Context: an optimization exercise on an open-source flow, tuned for small area. The choices shown serve that exercise and are no tape-out recipe.
In this exercise RTL edits were held to simulation tests only and were not proved equivalent to the original.
The clock port is modelled as an ideal driver, which makes a skipped or thinned clock tree look cheaper than it is; a real chip needs a root buffer or a tree.
Power figures rest on the tool's default switching activity, not on a simulated workload.

==> flow/design.v <==
module cpu (
  input  logic       CLOCK,
  input  logic       RESET,
  input  logic [7:0] read_bus,
  output logic [3:0] ctrl_bus,
  output logic [7:0] addr_bus,
  output logic [7:0] write_bus,
  output logic [7:0] OUT
);
  localparam logic [4:0] FA = 5'b00000;   
  localparam logic [4:0] FB = 5'b00001;   
  localparam logic [4:0] SA = 5'b00011;   
  localparam logic [4:0] SB = 5'b00111;   
  localparam logic [4:0] SC = 5'b01111;   
  localparam logic [4:0] DA = 5'b11111;   
  localparam logic [4:0] DB = 5'b11110;   
  localparam logic [4:0] CM = 5'b11100;   
  localparam logic [4:0] WB = 5'b11000;   
  localparam logic [4:0] WR = 5'b10000;   
  logic [4:0] st;
  logic       init_slot;    
  logic [2:0] ph;
  logic [7:0] a, l, ip, sp, t, opc, mar;
  logic       fc, fz, fs, fo, cy;
  logic is_cmp, is_arith, is_push, is_pop, is_jmp, is_jcc, is_jump, is_data, is_nop, is_hlt;
  assign is_cmp   = (opc[7:6] == 2'b10);
  assign is_arith = (opc[7:6] == 2'b01) | is_cmp;
  assign is_push  = (opc[7:3] == 5'b11000);
  assign is_pop   = (opc[7:3] == 5'b11001);
  assign is_jmp   = (opc == 8'b11010000);
  assign is_jcc   = (opc[7:4] == 4'b1110);
  assign is_jump  = is_jmp | is_jcc;
  assign is_data  = ~(opc[7] & opc[6]) | is_push | is_pop;    
  assign is_nop   = (opc == 8'b11111110);
  assign is_hlt   = ~is_data & ~is_jump & ~is_nop;
  logic [2:0] sm, dm;
  assign sm = is_pop ? 3'b101 : is_jump ? 3'b011 : opc[2:0];
  assign dm = is_push ? 3'b101 : is_pop ? opc[2:0] : opc[5:3];
  logic s_mem, d_mem;    
  assign s_mem = (is_data | is_jump) & (sm[1:0] != 2'b00);
  assign d_mem = is_data & (dm[1:0] == 2'b01 || dm[1:0] == 2'b10);
  logic cb, taken;
  always_comb begin
    case (opc[3:1])
      3'b000:  cb = fo;
      3'b001:  cb = fc;
      3'b010:  cb = fz;
      3'b011:  cb = fc | fz;
      3'b100:  cb = fs;
      3'b101:  cb = ~opc[0];
      3'b110:  cb = fs ^ fo;
      default: cb = fz | (fs ^ fo);
    endcase
    taken = is_jmp | (cb ^ opc[0]);
  end
  logic a_bit, d_bit;
  assign a_bit = a[ph];
  assign d_bit = read_bus[ph];
  logic xa, xsp, xip, xd, xl, yt, yd, y1, neg, cin;
  logic ld_ip, ld_sp, ld_t, ld_l, clr_l, ld_f, ld_a, ld_opc, sh_mar, ld_mar, we, init;
  logic ph0, ph1, ph7;
  assign ph0 = (ph == 3'd0);
  assign ph1 = (ph == 3'd1);
  assign ph7 = (ph == 3'd7);
  logic s_fa, s_fb, s_sa, s_sb, s_sc, s_da, s_db, s_cm, s_wb, s_wr;
  assign s_fa = ~st[4] & ~st[0];
  assign s_fb =  st[0] & ~st[1];
  assign s_sa =  st[1] & ~st[2];
  assign s_sb =  st[2] & ~st[3];
  assign s_sc =  st[3] & ~st[4];
  assign s_da =  st[4] &  st[0];
  assign s_db = ~st[0] &  st[1];
  assign s_cm = ~st[1] &  st[2];
  assign s_wb = ~st[2] &  st[3];
  assign s_wr = ~st[3] &  st[4];
  assign xip    = s_fa | (s_sa & sm[1]) | (s_sc & is_jump) | (s_da & dm[1]);
  assign xa     = (s_sa & ~sm[1] & ~sm[2]) | (s_sc & (sm == 3'b000)) | (s_da & ~dm[1] & ~dm[2])
                | (s_cm & (dm == 3'b000));
  assign xsp    = s_sb | (s_sa & ~sm[1] & sm[2]) | (s_sc & (sm == 3'b100)) | (s_da & ~dm[1] & dm[2])
                | (s_cm & (dm == 3'b100));
  assign xd     = (s_sc & ~is_jump & (sm[1:0] != 2'b00)) | (s_cm & (dm[1] ^ dm[0]));
  assign xl     = s_wb;
  assign yt     = s_cm;
  assign yd     = s_sc & is_jump & taken;
  assign y1     = s_da & is_push;
  assign neg    = s_cm & is_cmp;
  assign cin    = s_fa | (s_sa & sm[1]) | s_sb | (s_da & dm[1]);
  assign ld_ip  = (s_fa & ~is_hlt) | (s_sa & sm[1] & s_mem) | (s_sc & is_jump) | (s_da & dm[1] & d_mem);
  assign ld_sp  = (s_sb & is_pop) | (s_da & is_push) | (s_wb & is_data & (dm == 3'b100));
  assign ld_t   = s_sc;
  assign ld_l   = (s_sc & is_data & ~is_cmp) | (s_cm & is_arith & ~is_cmp);
  assign clr_l  = (s_sa & ~is_data) | init_slot;
  assign init   = init_slot;
  assign ld_f   = s_cm & is_arith;
  assign ld_a   = s_wb & is_data & (dm == 3'b000) & ph0;
  assign ld_opc = s_fb & ph1;
  assign sh_mar = s_fa | s_sa | s_da;
  assign ld_mar = ph1 & ((s_sb & s_mem & (sm[1:0] == 2'b10)) | (s_db & d_mem & (dm[1:0] == 2'b10)));
  assign we     = s_wr & ~init_slot & ph0 & is_data & ((dm == 3'b101) | (dm[1:0] == 2'b10));
  logic xb, yb, seen, b, ci, sum, co;
  assign xb   = (xa & a_bit) | (xsp & sp[0]) | (xip & ip[0]) | (xd & d_bit) | (xl & l[0]);
  assign yb   = (yt & t[0]) | (yd & d_bit) | y1;
  assign seen = ~ph0 & fo;
  assign b    = yb ^ (neg & seen);
  assign ci   = ph0 ? cin : cy;
  assign sum  = xb ^ b ^ ci;
  assign co   = (xb & b) | (xb & ci) | (b & ci);
  always_ff @(posedge CLOCK) begin
    if (RESET) begin
      st <= WR;
      init_slot <= 1'b1;
      ph <= 3'd0;
      a  <= 8'd0;
      fc <= 1'b0; fz <= 1'b0; fs <= 1'b0; fo <= 1'b0;
      opc[7] <= 1'b0;
    end else begin
      ph <= ph + 3'd1;
      if (ph7) begin
        st <= {st[3:0], ~st[4]};
        init_slot <= 1'b0;
      end
      if (ld_a) a <= l;
      if (ld_f) begin
        fz <= (ph0 | fz) & ~sum;
        fo <= ph7 ? (~xb & ~(yb ^ neg) & sum) : (seen | yb);
        if (ph7) begin
          fs <= sum;
          fc <= co;
        end
      end
      if (ld_opc) opc[7] <= read_bus[7];
    end
  end
  always_ff @(posedge CLOCK) begin
    cy <= co;
    l  <= {clr_l ? 1'b0 : ld_l ? sum : l[0], l[7:1]};
    ip <= {init | (ld_ip ? sum : ip[0]), ip[7:1]};
    sp <= {init ? ph7 : ld_sp ? sum : sp[0], sp[7:1]};
    t  <= {ld_t ? sum : t[0], t[7:1]};
    if (ld_opc) opc[6:0] <= read_bus[6:0];
    if (ld_mar) mar <= read_bus;
    else if (sh_mar) mar <= {sum, mar[7:1]};
  end
  assign addr_bus  = mar;
  assign write_bus = l;
  assign ctrl_bus  = {2'b00, we, 1'b0};
  assign OUT       = a;
endmodule
clock: 5.0 ns
lec_check: 0
abc_area: 1
cap_margin: 20
core_margin: 2
core_utilization: 70
slew_margin: 20
standard.sh (not shown) runs the stock make flow with config.mk's settings and CLKGATE_MAP_FILE= SYNTH_SCRIPT=/design/flow/synth_recipe.tcl, a recipe that flattens the netlist after the stock synthesis.
==> flow/flow/run.sh <==
#!/bin/bash
# The standard layout (standard.sh) with these changes:
#  - synthesis maps logic with the ABC script flow/abc_area.script (ABC_AREA is 1);
#    everything else in synthesis is the standard one, so the registers are the same;
#  - ports are buffered with sky130_fd_sc_hd__buf_1;
#  - in place of the clock tree, the clock port drives four clkbuf_8, each placed at the
#    centre of a quarter of the flip-flops and driving their clock pins (flow/clock_buffers.tcl).
# make's output goes to standard.log; each step's log is in orfs/logs/.
set -euo pipefail
rm -rf scripts_local
cp -r "$FLOW_HOME/scripts" scripts_local
cp flow/abc_area.script scripts_local/abc_area.script
export SCRIPTS_DIR="$(pwd)/scripts_local"
export BUFFER_PORTS_ARGS="-buffer_cell sky130_fd_sc_hd__buf_1"
export PRE_CTS_TCL="$(pwd)/flow/clock_buffers.tcl"
export CTS_ONE_BUF=sky130_fd_sc_hd__clkbuf_16
export CTS_NBUF=2
bash standard.sh > standard.log 2>&1
==> flow/flow/clock_buffers.tcl <==
# Replaces clock_tree_synthesis: the clock port drives CTS_NBUF clock buffers,
# each placed at the centre of a group of nearby flip-flops and driving their
# clock pins.
rename clock_tree_synthesis __orig_clock_tree_synthesis
proc cluster_centre { its } {
  set sx 0
  set sy 0
  foreach it $its {
    set bb [[$it getInst] getBBox]
    set sx [expr {$sx + ([$bb xMin] + [$bb xMax]) / 2}]
    set sy [expr {$sy + ([$bb yMin] + [$bb yMax]) / 2}]
  }
  set n [llength $its]
  return [list [expr {$sx / $n}] [expr {$sy / $n}]]
}
proc sort_by { its axis } {
  set keyed {}
  foreach it $its {
    set bb [[$it getInst] getBBox]
    if { $axis == "x" } {
      lappend keyed [list [expr {[$bb xMin] + [$bb xMax]}] $it]
    } else {
      lappend keyed [list [expr {[$bb yMin] + [$bb yMax]}] $it]
    }
  }
  set out {}
  foreach k [lsort -integer -index 0 $keyed] { lappend out [lindex $k 1] }
  return $out
}
proc split_half { its axis } {
  set s [sort_by $its $axis]
  set h [expr {[llength $s] / 2}]
  return [list [lrange $s 0 [expr {$h - 1}]] [lrange $s $h end]]
}
proc clock_tree_synthesis { args } {
  set db [ord::get_db]
  set block [ord::get_db_block]
  set master [$db findMaster $::env(CTS_ONE_BUF)]
  set nbuf $::env(CTS_NBUF)
  set clk [$block findNet CLOCK]
  set sinks [$clk getITerms]
  puts "manual clock buffering: [llength $sinks] clock sinks, $nbuf x $::env(CTS_ONE_BUF)"
  set groups [list $sinks]
  if { $nbuf >= 2 } { set groups [split_half $sinks x] }
  if { $nbuf >= 4 } {
    set g {}
    foreach h $groups { foreach q [split_half $h y] { lappend g $q } }
    set groups $g
  }
  set i 0
  foreach grp $groups {
    set inst [odb::dbInst_create $block $master clkbuf_leaf_$i]
    set net [odb::dbNet_create $block clknet_leaf_$i]
    $net setSigType CLOCK
    foreach it $grp {
      $it disconnect
      $it connect $net
    }
    [$inst findITerm A] connect $clk
    [$inst findITerm X] connect $net
    lassign [cluster_centre $grp] x y
    $inst setLocation $x $y
    $inst setPlacementStatus PLACED
    puts "  clkbuf_leaf_$i: [llength $grp] sinks at $x $y"
    incr i
  }
  set_propagated_clock [all_clocks]
}
Other scripts of this flow, unchanged in this note and not shown: flow/flow/abc_area.script
==> next run, changes <==
--- a/flow/flow/run.sh
+++ b/flow/flow/run.sh
@@ -14,5 +14,5 @@
 export BUFFER_PORTS_ARGS="-buffer_cell sky130_fd_sc_hd__buf_1"
 export PRE_CTS_TCL="$(pwd)/flow/clock_buffers.tcl"
-export CTS_ONE_BUF=sky130_fd_sc_hd__clkbuf_16
-export CTS_NBUF=2
+export CTS_ONE_BUF=sky130_fd_sc_hd__clkbuf_8
+export CTS_NBUF=4
 bash standard.sh > standard.log 2>&1
Sequential share of layout area hardly moves.
Via count shrinks slightly.
Combinational power barely changes.
In every run of this note, the design's own scripts or RTL, not TritonCTS, make the clock network.

## oak
cpu, a different RTL version from the one above (not shown whole).
Size in the first run: roughly 410 cells after synthesis, about 38 I/O pins, about 3300 sq um of cells after synthesis.
clock: 5.0 ns
lec_check: 0
abc_area: 1
cap_margin: 20
core_margin: 2
core_utilization: 40
slew_margin: 20
==> flow/flow/run.sh <==
#!/bin/bash
# Standard layout, with buf_1 port buffers and four clock buffers in place of the clock tree.
set -e
export BUFFER_PORTS_ARGS="-buffer_cell sky130_fd_sc_hd__buf_1"
export PRE_CTS_TCL="$(pwd)/flow/clock_buffers.tcl"
export CTS_ONE_BUF=sky130_fd_sc_hd__clkbuf_8
export CTS_NBUF=4
bash standard.sh > standard.log 2>&1
Scripts as last shown in full above: flow/flow/clock_buffers.tcl
The following lists how pine was set up differently from oak:
- CORE_UTILIZATION changed from 40 to 70
--- a/flow/flow/run.sh
+++ b/flow/flow/run.sh
@@ -2,2 +2,12 @@
-# Standard layout, with buf_1 port buffers and four clock buffers in place of the clock tree.
-set -e
+# The standard layout (standard.sh) with these changes:
+#  - synthesis maps logic with the ABC script flow/abc_area.script (ABC_AREA is 1);
+#    everything else in synthesis is the standard one, so the registers are the same;
+#  - ports are buffered with sky130_fd_sc_hd__buf_1;
+#  - in place of the clock tree, the clock port drives four clkbuf_8, each placed at the
+#    centre of a quarter of the flip-flops and driving their clock pins (flow/clock_buffers.tcl).
+# make's output goes to standard.log; each step's log is in orfs/logs/.
+set -euo pipefail
+rm -rf scripts_local
+cp -r "$FLOW_HOME/scripts" scripts_local
+cp flow/abc_area.script scripts_local/abc_area.script
+export SCRIPTS_DIR="$(pwd)/scripts_local"
==> flow/flow/abc_area.script (new file) <==
strash
&get -n
&deepsyn -T 20
&st
&dch
&nf -R 1000
&put
==> notes.md <==
In pine the largest stage delay on the critical path turned out 0.10 ns higher than in oak.
Peak supply drop of pine falls short of that of oak by a few percent.
Higher area added between synthesis and finish goes to pine over oak.
oak ended up with l[7] as its worst setup path endpoint; pine ended up with fo.
| utilization | lower: oak |
Here is what was changed in the inputs of birch compared with pine.
- CORE_UTILIZATION changed from 70 to 80
==> flow/flow/run.sh <==
#!/bin/bash
# Standard layout, with buf_1 port buffers and four clock buffers in place of the clock tree.
set -e
export BUFFER_PORTS_ARGS="-buffer_cell sky130_fd_sc_hd__buf_1"
export PRE_CTS_TCL="$(pwd)/flow/clock_buffers.tcl"
export CTS_ONE_BUF=sky130_fd_sc_hd__clkbuf_8
export CTS_NBUF=4
bash standard.sh > standard.log 2>&1
removed: flow/flow/abc_area.script
[summary]
Relative to pine, number of cells in the finished layout apart from fillers has increased by about 30% in birch. Changes observed in birch relative to pine: power dissipated in combinational cells -about 1%; combinational share of power ~0 delta; total routing resource utilization after global routing +8.4 points. birch finished all stages; the layout is clean.
Setup changes, birch to maple
- swapping 80 for 40 in CORE_UTILIZATION
==> flow/run.sh (new file) <==
#!/bin/bash
# synth_recipe.tcl (not shown) runs the flow's synth.tcl, then flattens the netlist and writes it again
# the make line also repeats each setting of config.mk as NAME=value (left out here)
make -C /OpenROAD-flow-scripts/flow DESIGN_CONFIG=/design/flow/config.mk WORK_HOME=/design/flow/orfs CLKGATE_MAP_FILE= SYNTH_SCRIPT=/design/flow/synth_recipe.tcl finish
removed: flow/flow/run.sh
removed: flow/flow/clock_buffers.tcl
removed: flow/standard.sh
### Flow results
Both conditions hold for maple: the flow ran to the end and the final layout passed the timing, design-rule and antenna checks. The first-pass iteration count of the detailed router reported for maple is smaller than that of birch by 1. The setup slack of maple falls short of that of birch by 0.0065 ns. Going from birch to maple, total power grows by about 30%. Looking at leakage power, maple sits about 10% higher than birch does. birch → maple: final cell count up 64; fraction of area in registers has decreased; wire length has decreased.
Input changes introduced in cedar (baseline for comparison: maple):
- setting CTS_BUF_LIST to sky130_fd_sc_hd__clkbuf_16 for the first time
- setting CTS_CLUSTER_DIAMETER to 500 for the first time
- setting CTS_CLUSTER_SIZE to 70 for the first time
Results
Logic gate share of total power is higher on maple. Compared with maple, in cedar synthesized area shows no meaningful change; clock network fraction of design power shows an increase of 7.6 points.
The clock cells of oak, pine and birch come from the design's own scripts or RTL, not from TritonCTS.

cpu, a different RTL version from the one above (not shown whole).
Size in the first run: ~260 cells after synthesis, roughly 0.0026 mm² of cells after synthesis.
## cpu
module cpu (
  input  logic       CLOCK,
  input  logic       RESET,
  input  logic [7:0] read_bus,
  output logic [3:0] ctrl_bus,
  output logic [7:0] addr_bus,
  output logic [7:0] write_bus,
  output logic [7:0] OUT
);
  logic [3:0] st;
  logic       init_slot;
  logic [3:0] ph;    
  logic [7:0] a, l, ip, sp, t, opc, mar;
  logic       fc, fz, fs, fo, cy;
  logic is_cmp, is_arith, is_push, is_pop, is_jmp, is_jcc, is_jump, is_data, is_nop, is_hlt, is_nh;
  assign is_cmp   = (opc[7:6] == 2'b10);
  assign is_arith = (opc[7:6] == 2'b01) | is_cmp;
  assign is_push  = (opc[7:3] == 5'b11000);
  assign is_pop   = (opc[7:3] == 5'b11001);
  assign is_jmp   = (opc == 8'b11010000);
  assign is_jcc   = (opc[7:4] == 4'b1110);
  assign is_jump  = is_jmp | is_jcc;
  assign is_data  = ~(opc[7] & opc[6]) | is_push | is_pop;    
  assign is_nop   = (opc == 8'b11111110);
  assign is_nh    = ~is_data & ~is_jump;                       
  assign is_hlt   = is_nh & ~is_nop;
  logic [2:0] sm, dm;
  assign sm = is_pop ? 3'b101 : is_jump ? 3'b011 : opc[2:0];
  assign dm = is_push ? 3'b101 : is_pop ? opc[2:0] : opc[5:3];
  logic cb, taken;
  always_comb begin
    case (opc[3:1])
      3'b000:  cb = fo;
      3'b001:  cb = fc;
      3'b010:  cb = fz;
      3'b011:  cb = fc | fz;
      3'b100:  cb = fs;
      3'b101:  cb = ~opc[0];
      3'b110:  cb = fs ^ fo;
      default: cb = fz | (fs ^ fo);
    endcase
    taken = is_jmp | (cb ^ opc[0]);
  end
  logic a_bit, d_bit;
  logic [7:0] phs;   
  assign phs = {~ph[2] & ph[3], ~ph[1] & ph[2], ~ph[0] & ph[1], ph[3] & ph[0],
                ph[2] & ~ph[3], ph[1] & ~ph[2], ph[0] & ~ph[1], ~ph[3] & ~ph[0]};
  assign a_bit = |(a & phs);
  assign d_bit = |(read_bus & phs);
  logic xa, xsp, xip, xd, yt, yd, y1, neg, cin;
  logic ld_ip, ld_sp, ld_spl, ld_t, ld_l, clr_l, ld_f, ld_a, ld_opc, sh_mar, ld_mar, we, init;
  logic ph0, ph1, ph7;
  assign ph0 = phs[0];
  assign ph1 = phs[1];
  assign ph7 = phs[7];
  logic s_fa, s_fb, s_sa, s_sb, s_sc, s_da, s_db, s_cm;
  assign s_fa = ~st[3] & ~st[0];
  assign s_fb =  st[0] & ~st[1];
  ...
clock: 5.0 ns
lec_check: 0
abc_area: 1
cap_margin: 20
core_margin: 2
core_utilization: 70
slew_margin: 20
==> flow/flow/run.sh <==
#!/bin/bash
# The standard layout (standard.sh) with these changes:
#  - synthesis skips the extraction of full and half adders (ADDER_MAP_FILE is empty), so that
#    ABC maps all of the logic;
#  - synthesis maps logic with the ABC script flow/abc_area.script (ABC_AREA is 1). Synthesis
#    runs once for each ABC random seed in SEEDS and the smallest netlist is kept; everything
#    else in synthesis is the standard one, so the registers are the same in every run;
#  - ports are buffered with sky130_fd_sc_hd__buf_1;
#  - in place of the clock tree, the clock port drives four clkbuf_8, each placed at the
#    centre of a quarter of the flip-flops and driving their clock pins (flow/clock_buffers.tcl).
# Logs: make's output in synth_seed*.log and standard.log; each seed's Yosys log in
# yosys_seed*.log; each step's log in orfs/logs/.
set -euo pipefail
W=$(pwd)
R=$W/orfs/results/sky130hd/cpu/base
REP=$W/orfs/reports/sky130hd/cpu/base
LOGD=$W/orfs/logs/sky130hd/cpu/base
SEEDS="3"
for S in $SEEDS; do
  rm -rf scripts_s$S
  cp -r "$FLOW_HOME/scripts" scripts_s$S
  sed "s/@SEED@/$S/g" flow/abc_area.script > scripts_s$S/abc_area.script
done
export ADDER_MAP_FILE=
export BUFFER_PORTS_ARGS="-buffer_cell sky130_fd_sc_hd__buf_1"
export PRE_CTS_TCL="$W/flow/clock_buffers.tcl"
export CTS_ONE_BUF=sky130_fd_sc_hd__buf_6
export CTS_NBUF=4
export SKIP_REPAIR_TIE_FANOUT=1

best_area=""
first=1
for S in $SEEDS; do
  if [ $first = 1 ]; then
    SCRIPTS_DIR=$W/scripts_s$S bash standard.sh synth > synth_seed$S.log 2>&1
    first=0
  else
    SCRIPTS_DIR=$W/scripts_s$S bash standard.sh do-yosys > synth_seed$S.log 2>&1
  fi
  cp $LOGD/1_2_yosys.log yosys_seed$S.log
  area=$(sed -n "s/.*Chip area for module '\\\\cpu': \([0-9.]*\).*/\1/p" $REP/synth_stat.txt | head -1)
  echo "seed $S: area $area" | tee -a synth_seeds.txt
  if [ -z "$best_area" ] || awk -v a="$area" -v b="$best_area" 'BEGIN { exit !(a < b) }'; then
    best_area=$area
    cp $R/1_2_yosys.v best_1_2_yosys.v
    cp $REP/synth_stat.txt best_synth_stat.txt
    echo "seed $S is the best so far" | tee -a synth_seeds.txt
  fi
done
cp best_1_2_yosys.v $R/1_2_yosys.v
cp best_synth_stat.txt $REP/synth_stat.txt
touch $R/1_2_yosys.v
SCRIPTS_DIR=$W/scripts_s${SEEDS%% *} bash standard.sh > standard.log 2>&1
==> flow/flow/clock_buffers.tcl <==
# Replaces clock_tree_synthesis: the clock port drives CTS_NBUF clock buffers,
# each placed at the centre of a group of nearby flip-flops and driving their
# clock pins.
rename clock_tree_synthesis __orig_clock_tree_synthesis
proc cluster_centre { its } {
  set sx 0
  set sy 0
  foreach it $its {
    set bb [[$it getInst] getBBox]
    set sx [expr {$sx + ([$bb xMin] + [$bb xMax]) / 2}]
    set sy [expr {$sy + ([$bb yMin] + [$bb yMax]) / 2}]
  }
  set n [llength $its]
  return [list [expr {$sx / $n}] [expr {$sy / $n}]]
}
proc sort_by { its axis } {
  set keyed {}
  foreach it $its {
    set bb [[$it getInst] getBBox]
    if { $axis == "x" } {
      lappend keyed [list [expr {[$bb xMin] + [$bb xMax]}] $it]
    } else {
      lappend keyed [list [expr {[$bb yMin] + [$bb yMax]}] $it]
    }
  }
  set out {}
  foreach k [lsort -integer -index 0 $keyed] { lappend out [lindex $k 1] }
  return $out
}
proc split_half { its axis } {
  set s [sort_by $its $axis]
  set h [expr {[llength $s] / 2}]
  return [list [lrange $s 0 [expr {$h - 1}]] [lrange $s $h end]]
}
proc clock_tree_synthesis { args } {
  set db [ord::get_db]
  set block [ord::get_db_block]
  set master [$db findMaster $::env(CTS_ONE_BUF)]
  set nbuf $::env(CTS_NBUF)
  set clk [$block findNet CLOCK]
  set sinks [$clk getITerms]
  puts "manual clock buffering: [llength $sinks] clock sinks, $nbuf x $::env(CTS_ONE_BUF)"
  set groups [list $sinks]
  if { $nbuf >= 2 } { set groups [split_half $sinks x] }
  if { $nbuf >= 4 } {
    set g {}
    foreach h $groups { foreach q [split_half $h y] { lappend g $q } }
    set groups $g
  }
  set i 0
  foreach grp $groups {
    set inst [odb::dbInst_create $block $master clkbuf_leaf_$i]
    set net [odb::dbNet_create $block clknet_leaf_$i]
    $net setSigType CLOCK
    foreach it $grp {
      $it disconnect
      $it connect $net
    }
    [$inst findITerm A] connect $clk
    [$inst findITerm X] connect $net
    lassign [cluster_centre $grp] x y
    $inst setLocation $x $y
    $inst setPlacementStatus PLACED
    puts "  clkbuf_leaf_$i: [llength $grp] sinks at $x $y"
    incr i
  }
  set_propagated_clock [all_clocks]
}
Other scripts of this flow, unchanged in this note and not shown: flow/flow/abc_area.script
The starting point ran to the end with no violations.
Edit:
--- a/flow/flow/run.sh
+++ b/flow/flow/run.sh
@@ -17,3 +17,3 @@
 LOGD=$W/orfs/logs/sky130hd/cpu/base
-SEEDS="3"
+SEEDS="0 1 2 3 4 5 6 7"
 for S in $SEEDS; do
@@ -26,5 +26,4 @@
 export PRE_CTS_TCL="$W/flow/clock_buffers.tcl"
-export CTS_ONE_BUF=sky130_fd_sc_hd__buf_6
+export CTS_ONE_BUF=sky130_fd_sc_hd__clkbuf_8
 export CTS_NBUF=4
-export SKIP_REPAIR_TIE_FANOUT=1
 
@@ -52,2 +51,2 @@
 touch $R/1_2_yosys.v
-SCRIPTS_DIR=$W/scripts_s${SEEDS%% *} bash standard.sh > standard.log 2>&1
+SCRIPTS_DIR=$W/scripts_s0 bash standard.sh > standard.log 2>&1
What happened: Clock skew is higher by 3.3 ps; power is higher by 0.87%; flip-flop and latch count stays the same; routed wire length is lower by 1.9%; worst hold slack loses 6.5 ps; setup slack loses 61 ps; global-route usage is lower by 0.75 points; sequential power hardly moves.
Edit:
--- a/flow/flow/run.sh
+++ b/flow/flow/run.sh
@@ -17,3 +17,3 @@
 LOGD=$W/orfs/logs/sky130hd/cpu/base
-SEEDS="0 1 2 3 4 5 6 7"
+SEEDS="3"
 for S in $SEEDS; do
@@ -26,3 +26,3 @@
 export PRE_CTS_TCL="$W/flow/clock_buffers.tcl"
-export CTS_ONE_BUF=sky130_fd_sc_hd__clkbuf_8
+export CTS_ONE_BUF=sky130_fd_sc_hd__buf_6
 export CTS_NBUF=4
@@ -51,2 +51,2 @@
 touch $R/1_2_yosys.v
-SCRIPTS_DIR=$W/scripts_s0 bash standard.sh > standard.log 2>&1
+SCRIPTS_DIR=$W/scripts_s${SEEDS%% *} bash standard.sh > standard.log 2>&1
Outcome: Setup slack gains 49 ps. Sequential share of layout area increases by 0.19 points. Cell area decreases slightly. Clock power decreases by a few percent. Core utilization decreases by 0.28 points. Global-route usage decreases by 0.67 points. Wire length decreases by a few percent.
Edit:
--- a/flow/flow/run.sh
+++ b/flow/flow/run.sh
@@ -8,4 +8,6 @@
 #  - ports are buffered with sky130_fd_sc_hd__buf_1;
-#  - in place of the clock tree, the clock port drives four clkbuf_8, each placed at the
-#    centre of a quarter of the flip-flops and driving their clock pins (flow/clock_buffers.tcl).
+#  - in place of the clock tree, the clock port drives four buf_6, each placed at the
+#    centre of a quarter of the flip-flops and driving their clock pins (flow/clock_buffers.tcl);
+#  - the floorplan keeps synthesis's single tie cell for the constant outputs
+#    (SKIP_REPAIR_TIE_FANOUT is 1) instead of one tie cell for each.
 # Logs: make's output in synth_seed*.log and standard.log; each seed's Yosys log in
@@ -24,2 +26,3 @@
 export ADDER_MAP_FILE=
+export SYNTH_INSBUF=0
 export BUFFER_PORTS_ARGS="-buffer_cell sky130_fd_sc_hd__buf_1"
@@ -28,2 +31,3 @@
 export CTS_NBUF=4
+export SKIP_REPAIR_TIE_FANOUT=1
 
Settings changed: GPL_TIMING_DRIVEN from default to 0.
Area after synthesis is lower by about 1.2%.
Worst setup slack degrades by 110 ps.
Via count fell by 0.67%.
Worst hold slack is better by 13 ps.
Register-to-register slack is worse by 300 ps.
Cell area shrinks by 0.63%.
Power hardly moves.
Wire length grows by 2.8%.
Edit:
--- a/flow/flow/run.sh
+++ b/flow/flow/run.sh
@@ -3,3 +3,3 @@
 #  - synthesis skips the extraction of full and half adders (ADDER_MAP_FILE is empty), so that
-#    ABC maps all of the logic;
+#    ABC maps all of the logic, and inserts no buffers between nets and ports (SYNTH_INSBUF is 0);
 #  - synthesis maps logic with the ABC script flow/abc_area.script (ABC_AREA is 1). Synthesis
@@ -11,5 +11,3 @@
 #  - the floorplan keeps synthesis's single tie cell for the constant outputs
-#    (SKIP_REPAIR_TIE_FANOUT is 1) instead of one tie cell for each.
-# Logs: make's output in synth_seed*.log and standard.log; each seed's Yosys log in
-# yosys_seed*.log; each step's log in orfs/logs/.
+#    (SKIP_REPAIR_TIE_FANOUT is 1) instead of one tie cell for each;
 set -euo pipefail
@@ -19,3 +17,3 @@
 LOGD=$W/orfs/logs/sky130hd/cpu/base
-SEEDS="3"
+SEEDS="0 1 2 3 4 5 6 7"
 for S in $SEEDS; do
The changed run finished with timing, DRC and antenna clean; routed wire length does not change; cell area stays the same; sequential power barely changes; combinational power is about the same; worst setup slack does not change; synthesized area stays the same; first-iteration DRC count does not change; core utilization stays the same.
Edit:
--- a/flow/flow/run.sh
+++ b/flow/flow/run.sh
@@ -3,3 +3,3 @@
 #  - synthesis skips the extraction of full and half adders (ADDER_MAP_FILE is empty), so that
-#    ABC maps all of the logic, and inserts no buffers between nets and ports (SYNTH_INSBUF is 0);
+#    ABC maps all of the logic;
 #  - synthesis maps logic with the ABC script flow/abc_area.script (ABC_AREA is 1). Synthesis
@@ -11,3 +11,5 @@
 #  - the floorplan keeps synthesis's single tie cell for the constant outputs
-#    (SKIP_REPAIR_TIE_FANOUT is 1) instead of one tie cell for each;
+#    (SKIP_REPAIR_TIE_FANOUT is 1) instead of one tie cell for each.
+# Logs: make's output in synth_seed*.log and standard.log; each seed's Yosys log in
+# yosys_seed*.log; each step's log in orfs/logs/.
 set -euo pipefail
@@ -17,3 +19,3 @@
 LOGD=$W/orfs/logs/sky130hd/cpu/base
-SEEDS="0 1 2 3 4 5 6 7"
+SEEDS="3"
 for S in $SEEDS; do
@@ -24,3 +26,2 @@
 export ADDER_MAP_FILE=
-export SYNTH_INSBUF=0
 export BUFFER_PORTS_ARGS="-buffer_cell sky130_fd_sc_hd__buf_1"
Settings changed: CAP_MARGIN 20 to 0, GPL_TIMING_DRIVEN 0 to default, SLEW_MARGIN 20 to 0.
What happened:
- The new run produced a clean layout
- flip-flop and latch count stays the same
- final cell count is higher by 0.90%
- worst setup slack is better by 120 ps
- synthesized cell count is higher by 1.6%
- power stays flat
No run of this note takes its clock network from TritonCTS; it comes from the design's own scripts or RTL.

-- re-timing with driven ports --
How much do the figures lean on ideal ports? The routed layouts below were timed once more, with nothing changed but the port constraints. Step 1: set_driving_cell puts a clkbuf_16 on CLOCK and a buf_2 on each other input, an assumption about the parent block. Step 2 adds t to the input delays and takes it off the output delays; t is the mean of the earliest and latest rising clock arrival at the registers after step 1. Input paths then give back, and output paths get back, about the clock's delay inside the block. a / b / c = no drivers / after step 1 / after step 2; a / b = the first two.
run | t, ns | slack for setup (ns) | worst setup path after step 2 | latest minus earliest clock arrival (ns) | slew at the worst register clock pin (ns)
the first run of note 1 | 0.224 | 1.028 / 1.028 / 1.028 | register to register | 0.011 / 0.011 | 0.12 / 0.12
the second run of note 1 | 0.215 | 1.085 / 1.085 / 1.085 | register to register | 0.009 / 0.009 | 0.11 / 0.11
oak | 0.222 | 1.758 / 1.758 / 1.681 | input to register | 0.021 / 0.021 | 0.12 / 0.12
pine | 0.207 | 1.171 / 1.171 / 1.171 | register to register | 0.012 / 0.012 | 0.10 / 0.10
birch | 0.209 | 1.659 / 1.666 / 1.457 | input to register | 0.016 / 0.016 | 0.11 / 0.11
maple | 0.362 | 1.653 / 1.659 / 1.297 | input to register | 0.009 / 0.008 | 0.08 / 0.08
cedar | 0.355 | 1.636 / 1.644 / 1.289 | input to register | 0.007 / 0.007 | 0.06 / 0.06
the first run of note 3 | 0.194 | 1.103 / 1.042 / 1.066 | input to register | 0.007 / 0.007 | 0.11 / 0.11
the second run of note 3 | 0.209 | 1.042 / 0.988 / 1.098 | input to register | 0.011 / 0.011 | 0.10 / 0.10
the third run of note 3 | 0.189 | 1.091 / 1.034 / 1.128 | input to register | 0.012 / 0.012 | 0.11 / 0.11
the fourth run of note 3 | 0.190 | 0.981 / 0.954 / 0.826 | input to register | 0.014 / 0.014 | 0.11 / 0.11
the fifth run of note 3 | 0.190 | 0.981 / 0.954 / 0.826 | input to register | 0.014 / 0.014 | 0.11 / 0.11
the sixth run of note 3 | 0.194 | 1.103 / 1.042 / 1.066 | input to register | 0.007 / 0.007 | 0.11 / 0.11
After both steps every run listed still meets setup and hold. The setup slack of maple, which loses most, moves by +0.006 ns with the drivers and by -0.356 ns with both steps.
